What follows belongs to an exercise in optimizing a design on an open flow for small area, a short achievable clock period and few clock cycles; a production flow would make more cautious choices. The RTL was checked by simulation tests, not by an equivalence proof against the original design. Power and IR drop assume default switching activity.

==> flow/design.v <==
module HAMMING_IP #(parameter IP_BIT = 8) (
    input  [IP_BIT+4-1:0] IN_code,
    output [IP_BIT-1:0]   OUT_code
);
localparam EC_BIT = IP_BIT + 4;
reg [3:0] syn;
integer p;
always @(*) begin
    syn = 4'd0;
    for (p = 1; p <= EC_BIT; p = p + 1)
        if (IN_code[EC_BIT-p]) syn = syn ^ p[3:0];
end
reg [IP_BIT-1:0] d;
integer q, k;
always @(*) begin
    d = {IP_BIT{1'b0}};
    k = IP_BIT - 1;
    for (q = 3; q <= EC_BIT; q = q + 1)
        if (q != 4 && q != 8) begin
            d[k] = IN_code[EC_BIT-q] ^ (syn == q[3:0]);
            k = k - 1;
        end
end
assign OUT_code = d;
endmodule
module MDC(
    clk,
    rst_n,
    in_valid,
    in_data,
    in_mode,
    out_valid,
    out_data
);
input clk, rst_n, in_valid;
input [8:0] in_mode;
input [14:0] in_data;
output reg out_valid;
output [206:0] out_data;
reg  [3:0]  cnt;        
reg         v1;         
reg  [3:0]  k1;         
reg  [14:0] raw;
reg  [8:0]  rawm;
always @(posedge clk or negedge rst_n) begin
    if (!rst_n) begin
        cnt <= 4'd0;
        v1  <= 1'b0;
    end else begin
        v1  <= in_valid;
        cnt <= in_valid ? cnt + 4'd1 : 4'd0;
    end
end
always @(posedge clk) begin
    raw <= in_data;
    k1  <= cnt;
    if (in_valid && cnt == 4'd0)
        rawm <= in_mode;
end
wire [10:0] e;
wire [4:0]  md;
HAMMING_IP #(11) dec_data (.IN_code(raw),  .OUT_code(e));
HAMMING_IP #(5)  dec_mode (.IN_code(rawm), .OUT_code(md));
reg m4, m3;
always @(posedge clk) begin
    if (v1 && k1 == 4'd0) begin
        m4 <= md[4];             
        m3 <= md[1] & ~md[4];    
    end
end
wire m2 = ~m4 & ~m3;             
reg signed [10:0] sr [1:8];
reg signed [10:0] row0 [0:3];
integer i;
always @(posedge clk) begin
    sr[1] <= e;
    for (i = 2; i <= 8; i = i + 1)
        sr[i] <= sr[i-1];
    if (v1 && k1[3:2] == 2'd0)
        row0[k1[1:0]] <= e;
end
function [17:0] booth;
    input [10:0] v;
    input        ng;
    reg   [12:0] t;
    integer j;
    begin
        t = {v[10], v, 1'b0};
        for (j = 0; j < 6; j = j + 1)
            booth[3*j +: 3] = {t[2*j+2] ^ ng,
                               t[2*j+1] ^ t[2*j],
                               (t[2*j+2 -: 3] == 3'b011) || (t[2*j+2 -: 3] == 3'b100)};
    end
endfunction
reg p16;
always @(posedge clk or negedge rst_n) begin
    if (!rst_n)
        p16 <= 1'b0;
    else
        p16 <= v1 & (k1 == 4'd15) & m4;
end
wire [1:0] r = k1[3:2];
wire [1:0] c = k1[1:0];
wire pph   = v1 & ((m4 & r == 2'd1) | (m3 & r == 2'd2));   
wire ring4 = v1 & m4 & (r == 2'd2);                         
wire ring4x= v1 & m4 & (k1 == 4'd12);                       
wire ring3 = v1 & m3 & (r == 2'd3);                         
wire det4  = (v1 & m4 & (r == 2'd3) & ~c[1] & c[0]) |       
             (v1 & m4 & (r == 2'd3) & c[1]) | p16;          
wire d2    = v1 & m2 & (r != 2'd0);                         
wire c0 = c == 2'd0, c1 = c == 2'd1, c2 = c == 2'd2, c3 = c == 2'd3;
wire ringa = ring4 | ring4x | ring3;
reg [10:0] x0v, x1v, x2v;
reg        x0n, x1n, x2n, x0e, x1e, x2e;
reg [9:0]  ys0n;   
reg [4:0]  as0n;   
reg [4:0]  ds0n;   
reg [6:0]  ys1n;   
reg [2:0]  as1n;   
reg [3:0]  ds1n;   
reg [7:0]  ys2n;   
reg [2:0]  as2n;   
reg [3:0]  ds2n;   
reg [8:0]  dfn;    
always @(*) begin
    x0v  = (ring3 & c0) ? row0[0] : (ring3 & c1) ? row0[2] :
           ring4x ? sr[4] : det4 ? sr[1] : e;
    x0e  = pph | (ring4 & ~c0) | ring4x | ring3 | det4;
    x0n  = pph ? c0 : ring4 ? c1 : ring3 ? c1 : det4 ? (~p16 & c[0]) : 1'b0;
    ys0n = pph   ? {c0, c1, c2, c3, 6'b0} :
           ring4 ? {4'b0, c0, c1, c2, c3, 2'b0} :
           ring4x? {4'b0, 1'b1, 5'b0} :
           ring3 ? {6'b0, c2, c0 | c3, c1, 1'b0} :
           det4  ? 10'b1 : 10'b0;
    as0n = pph   ? {c1, c2, c3, 2'b0} :
           ringa ? {3'b0, ~(c0 & ~ring4x), 1'b0} :
           det4  ? {4'b0, ~(c1 & ~p16)} : 5'b0;
    ds0n = pph   ? {c0 | c1, c2, c3, 2'b0} :
           ringa ? 5'b00010 :
           det4  ? 5'b00001 : 5'b0;
    x1v  = (ring3 & c0) ? row0[3] : (ring3 & c3) ? row0[1] :
           ring4x ? sr[4] : e;
    x1e  = pph | (ring4 & ~c0) | ring4x | ring3 | (d2 & ~c3);
    x1n  = pph ? (c0 | c1) : ring4 ? (c1 | c2) : ring3 ? ~c0 :
           ring4x ? 1'b0 : 1'b1;
    ys1n = pph   ? {c0, c1, c2, c3, 3'b0} :
           (ring4 | ring4x) ? {4'b0, c0 | c2, c1 | c3, 1'b0} :
           ring3 ? {4'b0, c2, c1 | c3, c0} :
           d2    ? 7'b0100000 : 7'b0;
    as1n = pph   ? {c2, c3, 1'b0} :
           ringa ? {2'b0, ~(c0 & ~ring4x)} :
           det4  ? 3'b001 : 3'b0;
    ds1n = pph   ? {c0, c1 | c2, c3, 1'b0} :
           (ringa | det4) ? 4'b0001 :
           (d2 & ~c3) ? 4'b0100 : 4'b0;
    x2v  = (ring3 & c2) ? row0[2] : (ring3 & c3) ? row0[1] : e;
    x2e  = pph | ring4 | ring3 | (d2 & ~c0);
    x2n  = pph ? ~c3 : ring4 ? c2 : 1'b0;
    ys2n = pph   ? {c0, c1, c2, c3, 4'b0} :
           ring4 ? {4'b0, c0, c1, c2, c3} :
           ring3 ? {4'b0, c0, c1 | c3, 1'b0, c2} :
           d2    ? 8'b00010000 : 8'b0;
    as2n = pph   ? {c3, 2'b0} :
           (ring4 | ring3) ? {1'b0, ~(c0 | c1), 1'b0} :
           (ring4x | det4) ? 3'b010 :
           d2    ? 3'b001 : 3'b0;
    ds2n = pph   ? {c0, c1, c2 | c3, 1'b0} :
           (ringa | det4) ? 4'b0001 : 4'b0;
    dfn  = (d2 & ~c0) ? (9'd1 << (3 * (r - 2'd1) + (c - 2'd1))) : 9'b0;
end
reg [17:0] X0, X1, X2;
reg [9:0]  ys0;
reg [6:0]  ys1;
reg [7:0]  ys2;
reg [4:0]  as0q, ds0q, as0, ds0;
reg [2:0]  as1q, as1, as2q, as2;
reg [3:0]  ds1q, ds1, ds2q, ds2;
reg [8:0]  dfq, dfe;
reg        rot3q, rot0q, rot3, rot0;
always @(posedge clk) begin
    X0  <= x0e ? booth(x0v, x0n) : 18'd0;
    X1  <= x1e ? booth(x1v, x1n) : 18'd0;
    X2  <= x2e ? booth(x2v, x2n) : 18'd0;
    ys0 <= ys0n; ys1 <= ys1n; ys2 <= ys2n;
    as0q <= as0n; ds0q <= ds0n; as0 <= as0q; ds0 <= ds0q;
    as1q <= as1n; ds1q <= ds1n; as1 <= as1q; ds1 <= ds1q;
    as2q <= as2n; ds2q <= ds2n; as2 <= as2q; ds2 <= ds2q;
    dfq <= dfn; dfe <= dfq;
    rot3q <= ringa | det4; rot3 <= rot3q;
    rot0q <= det4;         rot0 <= rot0q;
end
reg done1, done2;
reg ov2, ov3, ov4;
always @(posedge clk or negedge rst_n) begin
    if (!rst_n) begin
        done1 <= 1'b0;
        done2 <= 1'b0;
        out_valid <= 1'b0;
        ov2 <= 1'b0;
        ov3 <= 1'b0;
        ov4 <= 1'b0;
    end else begin
        done1 <= (v1 & (k1 == 4'd15) & ~m4) | p16;
        done2 <= done1;
        out_valid <= done2;
        ov2 <= done2 & m2;
        ov3 <= done2 & m3;
        ov4 <= done2 & m4;
    end
end
reg  [206:0] R;
reg  [44:0]  DET;
reg  [21:0]  P01, P02, P03, P12, P13, P23;
wire [33:0]  POS0 = R[33:0];
wire [33:0]  POS1 = R[186:153];
wire [33:0]  POS2 = R[135:102];
wire [33:0]  POS3 = R[84:51];
function [33:0] sx11;  input [10:0] a; sx11 = {{23{a[10]}}, a}; endfunction
function [33:0] sx22;  input [21:0] a; sx22 = {{12{a[21]}}, a}; endfunction
wire [33:0] y0 = ({34{ys0[9]}} & sx11(sr[4])) | ({34{ys0[8]}} & sx11(sr[6])) |
                 ({34{ys0[7]}} & sx11(sr[7])) | ({34{ys0[6]}} & sx11(sr[8])) |
                 ({34{ys0[5]}} & sx22(P23))   | ({34{ys0[4]}} & sx22(P03))   |
                 ({34{ys0[3]}} & sx22(P01))   | ({34{ys0[2]}} & sx22(P12))   |
                 ({34{ys0[1]}} & sx22(P13))   | ({34{ys0[0]}} & POS0);
wire [21:0] y1 = ({22{ys1[6]}} & sx11(sr[3])) | ({22{ys1[5]}} & sx11(sr[4])) |
                 ({22{ys1[4]}} & sx11(sr[6])) | ({22{ys1[3]}} & sx11(sr[7])) |
                 ({22{ys1[2]}} & P13)         | ({22{ys1[1]}} & P02)         |
                 ({22{ys1[0]}} & P12);
wire [21:0] y2 = ({22{ys2[7]}} & sx11(sr[2])) | ({22{ys2[6]}} & sx11(sr[3])) |
                 ({22{ys2[5]}} & sx11(sr[4])) | ({22{ys2[4]}} & sx11(sr[6])) |
                 ({22{ys2[3]}} & P12)         | ({22{ys2[2]}} & P23)         |
                 ({22{ys2[1]}} & P03)         | ({22{ys2[0]}} & P01);
wire [44:0] s0w, c0w;
wire [33:0] s1w, c1w, s2w, c2w;
MUL1 #(.YW(34), .AW(45)) mul0 (.X(X0), .y(y0), .s(s0w), .c(c0w));
MUL1 #(.YW(22), .AW(34)) mul1 (.X(X1), .y(y1), .s(s1w), .c(c1w));
MUL1 #(.YW(22), .AW(34)) mul2 (.X(X2), .y(y2), .s(s2w), .c(c2w));
reg [44:0] S0, C0;
reg [33:0] S1, C1, S2, C2;
always @(posedge clk) begin
    S0 <= s0w; C0 <= c0w;
    S1 <= s1w; C1 <= c1w;
    S2 <= s2w; C2 <= c2w;
end
wire [44:0] a0 = ({45{as0[4]}} & {{23{P01[21]}}, P01}) |
                 ({45{as0[3]}} & {{23{P02[21]}}, P02}) |
                 ({45{as0[2]}} & {{23{P03[21]}}, P03}) |
                 ({45{as0[1]}} & {{11{POS1[33]}}, POS1}) |
                 ({45{as0[0]}} & DET);
wire [33:0] a1 = ({34{as1[2]}} & sx22(P12)) | ({34{as1[1]}} & sx22(P13)) |
                 ({34{as1[0]}} & POS2);
wire [33:0] a2 = ({34{as2[2]}} & sx22(P23)) | ({34{as2[1]}} & POS3) |
                 ({34{as2[0]}} & sx22(P12));
wire [44:0] o0 = a0 + S0 + C0;
wire [33:0] o1 = a1 + S1 + C1;
wire [33:0] o2 = a2 + S2 + C2;
always @(posedge clk) begin
    if (ds0[4])      P01 <= o0[21:0];
    if (ds0[3])      P02 <= o0[21:0];
    else if (ds1[3]) P02 <= o1[21:0];
    if (ds0[2])      P03 <= o0[21:0];
    else if (ds2[3]) P03 <= o2[21:0];
    if (ds1[2])      P12 <= o1[21:0];
    if (ds1[1])      P13 <= o1[21:0];
    else if (ds2[2]) P13 <= o2[21:0];
    if (ds2[1])      P23 <= o2[21:0];
    if (ds0[0])      DET <= o0;
end
reg [206:0] Rn;
integer m;
always @(*) begin
    Rn = R;
    for (m = 0; m < 9; m = m + 1)
        if (dfe[m]) Rn[206-23*m -: 23] = {o2[21], o2[21:0]};
    if (ds0[1])      Rn[33:0] = o0[33:0];
    else if (rot0)   Rn[33:0] = POS1;
    if (ds1[0])      Rn[186:153] = o1;
    if (ds2[0])      Rn[135:102] = o2;
    if (rot3)        Rn[84:51] = POS0;
end
always @(posedge clk) R <= Rn;
wire [206:0] r3 = {3'b000,
                   {17{R[186]}}, R[186:153],
                   {17{R[135]}}, R[135:102],
                   {17{R[84]}},  R[84:51],
                   {17{R[33]}},  R[33:0]};
wire [206:0] r4 = {{162{DET[44]}}, DET};
assign out_data = ({207{ov2}} & R) | ({207{ov3}} & r3) | ({207{ov4}} & r4);
endmodule
module MUL1 #(parameter YW = 22, parameter AW = 34) (
    input  [17:0]   X,
    input  [YW-1:0] y,
    output [AW-1:0] s,
    output [AW-1:0] c
);
wire [AW-1:0] row [0:6];
wire [5:0]    ng;
genvar j;
generate
    for (j = 0; j < 6; j = j + 1) begin : pp
        wire n1 = X[3*j+2], one = X[3*j+1], two = X[3*j];
        wire [YW:0] mg = ({(YW+1){one}} & {y[YW-1], y}) |
                         ({(YW+1){two}} & {y, 1'b0});
        wire [YW:0] mm = mg ^ {(YW+1){n1}};
        assign row[j] = {{(AW-YW-1){1'b0}}, ~mm[YW], mm[YW-1:0]} << (2*j);
        assign ng[j]  = n1;
    end
endgenerate
wire [AW-1:0] K = -(({{(AW-1){1'b0}}, 1'b1} << YW) * 1365);
assign row[6] = K | {ng[5], 1'b0, ng[4], 1'b0, ng[3], 1'b0,
                     ng[2], 1'b0, ng[1], 1'b0, ng[0]};
function [2*AW-1:0] csa;
    input [AW-1:0] a, b, d;
    begin
        csa[AW-1:0]    = a ^ b ^ d;
        csa[2*AW-1:AW] = ((a & b) | (a & d) | (b & d)) << 1;
    end
endfunction
wire [AW-1:0] s1a, c1a, s1b, c1b, s2, c2, s3, c3;
assign {c1a, s1a} = csa(row[0], row[1], row[2]);
assign {c1b, s1b} = csa(row[3], row[4], row[5]);
assign {c2, s2}   = csa(s1a, c1a, s1b);
assign {c3, s3}   = csa(s2, c2, c1b);
assign {c, s}     = csa(s3, c3, row[6]);
endmodule
==> flow/run.sh <==
#!/bin/bash
# synth_recipe.tcl (not shown) runs the flow's synth.tcl, then flattens the netlist and writes it again
# the make line also repeats each setting of config.mk as NAME=value (left out here)
make -C /OpenROAD-flow-scripts/flow DESIGN_CONFIG=/design/flow/config.mk WORK_HOME=/design/flow/orfs CLKGATE_MAP_FILE= SYNTH_SCRIPT=/design/flow/synth_recipe.tcl finish
==> flow/config.mk <==
export PLATFORM = sky130hd
export DESIGN_NAME = MDC
export DESIGN_NICKNAME = MDC
export VERILOG_FILES = /design/flow/design.v
export SDC_FILE = /design/flow/constraint.sdc
export NUM_CORES = 4
export LEC_CHECK = 0
export CAP_MARGIN = 20
export CORE_MARGIN = 2
export CORE_UTILIZATION = 40
export SLEW_MARGIN = 20
==> flow/constraint.sdc <==
create_clock -name core_clock -period 13.5 [get_ports {clk}]
set_input_delay 2.7000 -clock core_clock [delete_from_list [all_inputs] [get_ports {clk}]]
set_output_delay 2.7000 -clock core_clock [all_outputs]
set_load 0.01 [all_outputs]
==> run summary <==
[power by group through the flow]
stage          clock network [mW]  logic, mW  registers, mW
2_1_floorplan                   0      0.921           3.14
3_3_place_gp                    0       1.40           3.20
3_5_place_dp                    0       1.42           3.20
4_1_cts                      2.88       1.42           3.15
5_1_grt                      2.99       1.58           3.16
6_report                     2.87       1.47           3.15
[synthesized netlist by cell type (17+ instances only)]
cell / count
nand2_1: 752
inv_1: 668
a22oi_1: 560
xnor2_1: 517
dfxtp_1: 440
edfxtp_1: 435
fa_1: 394
clkbuf_1: 360
ha_1: 318
nor2_1: 194
o21ai_0: 182
a21oi_1: 154
xor2_1: 130
a21o_1: 116
a222oi_1: 88
buf_1: 61
nand3_1: 58
a22o_1: 55
nor2b_1: 42
nand4_1: 36
nor3_1: 30
and3_1: 25
mux2i_1: 24
and2_1: 23
mux2_2: 23
a211oi_1: 19
o21bai_1: 19
o22ai_1: 19
or2_2: 19
o21ai_1: 17
[final cells by class]
| cell class | instances | area (um^2) | area share |
|---|---|---|---|
| antenna | 6 | 15.0 | 0.000225 |
| multi-input combinational | 3986 | 33100 | 0.496 |
| inverter | 680 | 2550 | 0.0383 |
| sequential | 887 | 22200 | 0.333 |
| clock buffer | 127 | 2660 | 0.0399 |
| clock inverter | 49 | 702 | 0.0105 |
| timing repair buffer | 332 | 3080 | 0.0462 |
| tap | 1930 | 2410 | 0.0362 |
[sequential cells by signal, indices dropped and copies added, names as in the netlist, 31 cells and up]
register / cells
sr: 88
S1: 33
C1: 31
S2: 33
R: 203
C2: 31
C0: 42
row0: 44
S0: 45
DET: 45
[how the worst max path moves through the flow]
stage | end | cells after the start
final | out_data[3] | 5
after global routing | out_data[167] | 6
after CTS | out_data[3] | 5
after detailed placement | DET[44] | 16
after global placement | out_data[14] | 5
after floorplan | DET[43] | 16
[worst register-to-register path: cells and delay by family (launching register included)]
kind / cells / cell delay [ps]
xor+xnor: 1 / 180
flops: 1 / 820
simple gates: 3 / 1240
fa+ha+maj: 3 / 780
buf+inv: 4 / 1330
compound gates: 7 / 1780
[routing by layer]
layer,part of all wire,wire length [um]
met5,0.000056,13
met4,0.067,15400
met3,0.12,27400
met2,0.44,101000
met1,0.38,87700
[cell families (layout without fill, tap and decap cells)]
group,Yosys count,count (layout),synth area share
compound gates,1354,1354,0.164
xor+xnor,649,649,0.0962
fa+ha+maj,712,712,0.200
buf+inv,1105,1188,0.0702
flops,887,887,0.374
mux,47,47,0.00841
other cells,0,6,0
simple gates,1224,1224,0.0878
[metrics by stage]
step            util  total power [mW]  hold slack (ps)  setup WS, ps  std cells
2_1_floorplan      -              4.06              310          8920       5978
3_3_place_gp   0.429              4.60              310          7670       7814
3_5_place_dp   0.429              4.62              312          7580       7814
4_1_cts        0.452              7.45              327          6820       7990
5_1_grt        0.452              7.73              327          6540       7991
6_report       0.452              7.49              327          6830       7997
==> flow_summary.yaml <==
status:
  outcome: "complete, no violations"
worst_setup_path:
  cp_common_cell: "buf_4"
  start_kind: "register"
  cp_slowest_cell: "buf_4"
  max_stage_delay_ps: 850
  worst_setup_path_end_kind: "output port"
  worstPathRequired_ps: 10800
  worst_r2r_endpoint: "R[113]"
  crit_start: "ov2"
  worst_ep_arrival_time_ps: 3970
  r2r-start: "ds1[1]"
  ff2ff_setup_slack_ps: 7190
  worstPathMaxFanout: 91
  r2r_cells: 18
  cp_num_buf_inv: 3
  path_class: "register to output port"
  crit_family: "buffers and inverters"
  crit_chain: "buf_4 > or2_4 > buf_4 > a22o_1 > clkdlybuf4s50_1"
global_routing:
  grt_pass1_wl_um: 329000
  antenna_found_initial: 7
  grt_pass1_vias: 46500
  grt_max_degree: 92
  grtUsageMet1: 0.378
  grt_overflow: 0
  grt_util_all_layers: 0.298
  grt.met3_usage: 0.0905
  grt_busiest_layer: "met2"
  use_met2: 0.453
clocking:
  post_cts_buffers: 0
  htree_levels: 3
  cts-root-buf: "clkbuf_16"
  ctsHoldBuffers: 0
  clk_path_buf_depth: 3
  clk_pin_slew_ps: 70
  cts_resized: 0
  clock_sinks: 887
  cts_tree: "built"
  cts-buffers-inserted: 95
  clkLatencyLatePin_ps: 730
synth:
  synth-async-reset-ratio: 0.0135
  yosysSeqAreaShare: 0.374
  yosysTopAreaCell: "edfxtp_1"
  ys_types: 81
  synth_area_um2: 59300
  synthCells: 5978
  netlist_top_cells_area: "edfxtp_1, dfxtp_1, fa_1"
  syn_nets: 6717
  ys_ff_latch: 887
  synth_edf_count: 435
  synth_top_area_frac: 0.220
  ys.flop_type: "dfxtp_1"
  ys.warnings.count: 6
  avgSynthCellArea_um2: 9.92
final_layout:
  postLayoutCellArea_um2: 66700
  mostFrequentLayoutCells: "nand2_1, inv_1, a22oi_1, xnor2_1, edfxtp_1"
  finalNetCount: 6721
  drive_above_1_share: 0.0574
  mostFrequentLayoutCell: "nand2_1"
  syn_to_final_growth_pct: 12.4
  fillCellCount: 14000
timing:
  setup_tns_ps: 0
  worstMarginPinSlew_ps: 1180
  finalSetupViolations: 0
  drv_slew: 0
  rsz0062_at_grt: "no"
  finalClockSkew_ps: 40.1
  max_freq_ghz: 0.150
  hold_violations: 0
  period_needed_ps: 6670
  post-route-period-util: 0.494
  slew_headroom: 0.208
pwr:
  swShare: 0.302
  vdd_ir_drop_max_mv: 0.103
  clkPwrFrac: 0.383
  seqPwrFrac: 0.421
  p_per_area_nw_per_um2: 112
  p_int_mw: 5.23
  power_frac_comb: 0.196
  p_sw_mw: 2.26
  leakage_nw: 28.0
floorplanning:
  start_util: 0.402
  die_y_um: 389
  coreArea_um2: 147000
  dieArea_um2: 151000
  die_x_um: 389
  num_rows: 141
  io_pins: 235
route:
  wl_per_cell_um: 28.9
  first_pass_iters: 10
  drt_iter0_drc: 7123
  drc: 0
  drtAntennaViolNets: 0
  via_per_inst: 5.98
  drt-total-wl_um: 231000
  via_count: 47800
placed_design:
  place_area_um2: 63300
  io_buffers: 234
  hpwl_um: 174000
  place.gp.congestion: 1.02
hold_path:
  hp-start: "ds0q[1]"
  hold_path_end: "ds0[1]"
  whs_path_depth: 0
  worstHoldPathType: "register to register"
job:
  maxCapViolCount: 0
Testbench counts, summed over its fixed seeds: cycles 48,826.

-- separate check: timing with driven ports --
Ports are ideal in the flow. The routed layout listed here was re-timed in OpenROAD. Step 1 assumes that a clkbuf_16 drives the clock port and a buf_2 every other input. Step 2 times the ports against the registers' clock, not the clock port: input delays grow and output delays shrink by t, the midpoint of the rising clock arrivals with the driver on. a / b / c = ideal / step 1 / step 2; a / b = the first two.
t, ns: 0.795
slack for setup (ns): 6.829 / 6.747 / 7.192
hold slack, ns: 0.327 / 0.327 / 0.327
worst setup path at the end: register to register
cell pins on the clock port's net: 1
After both steps this run still meets setup and hold. The setup slack of this run moves by -0.082 ns with the drivers and by +0.363 ns with both steps.
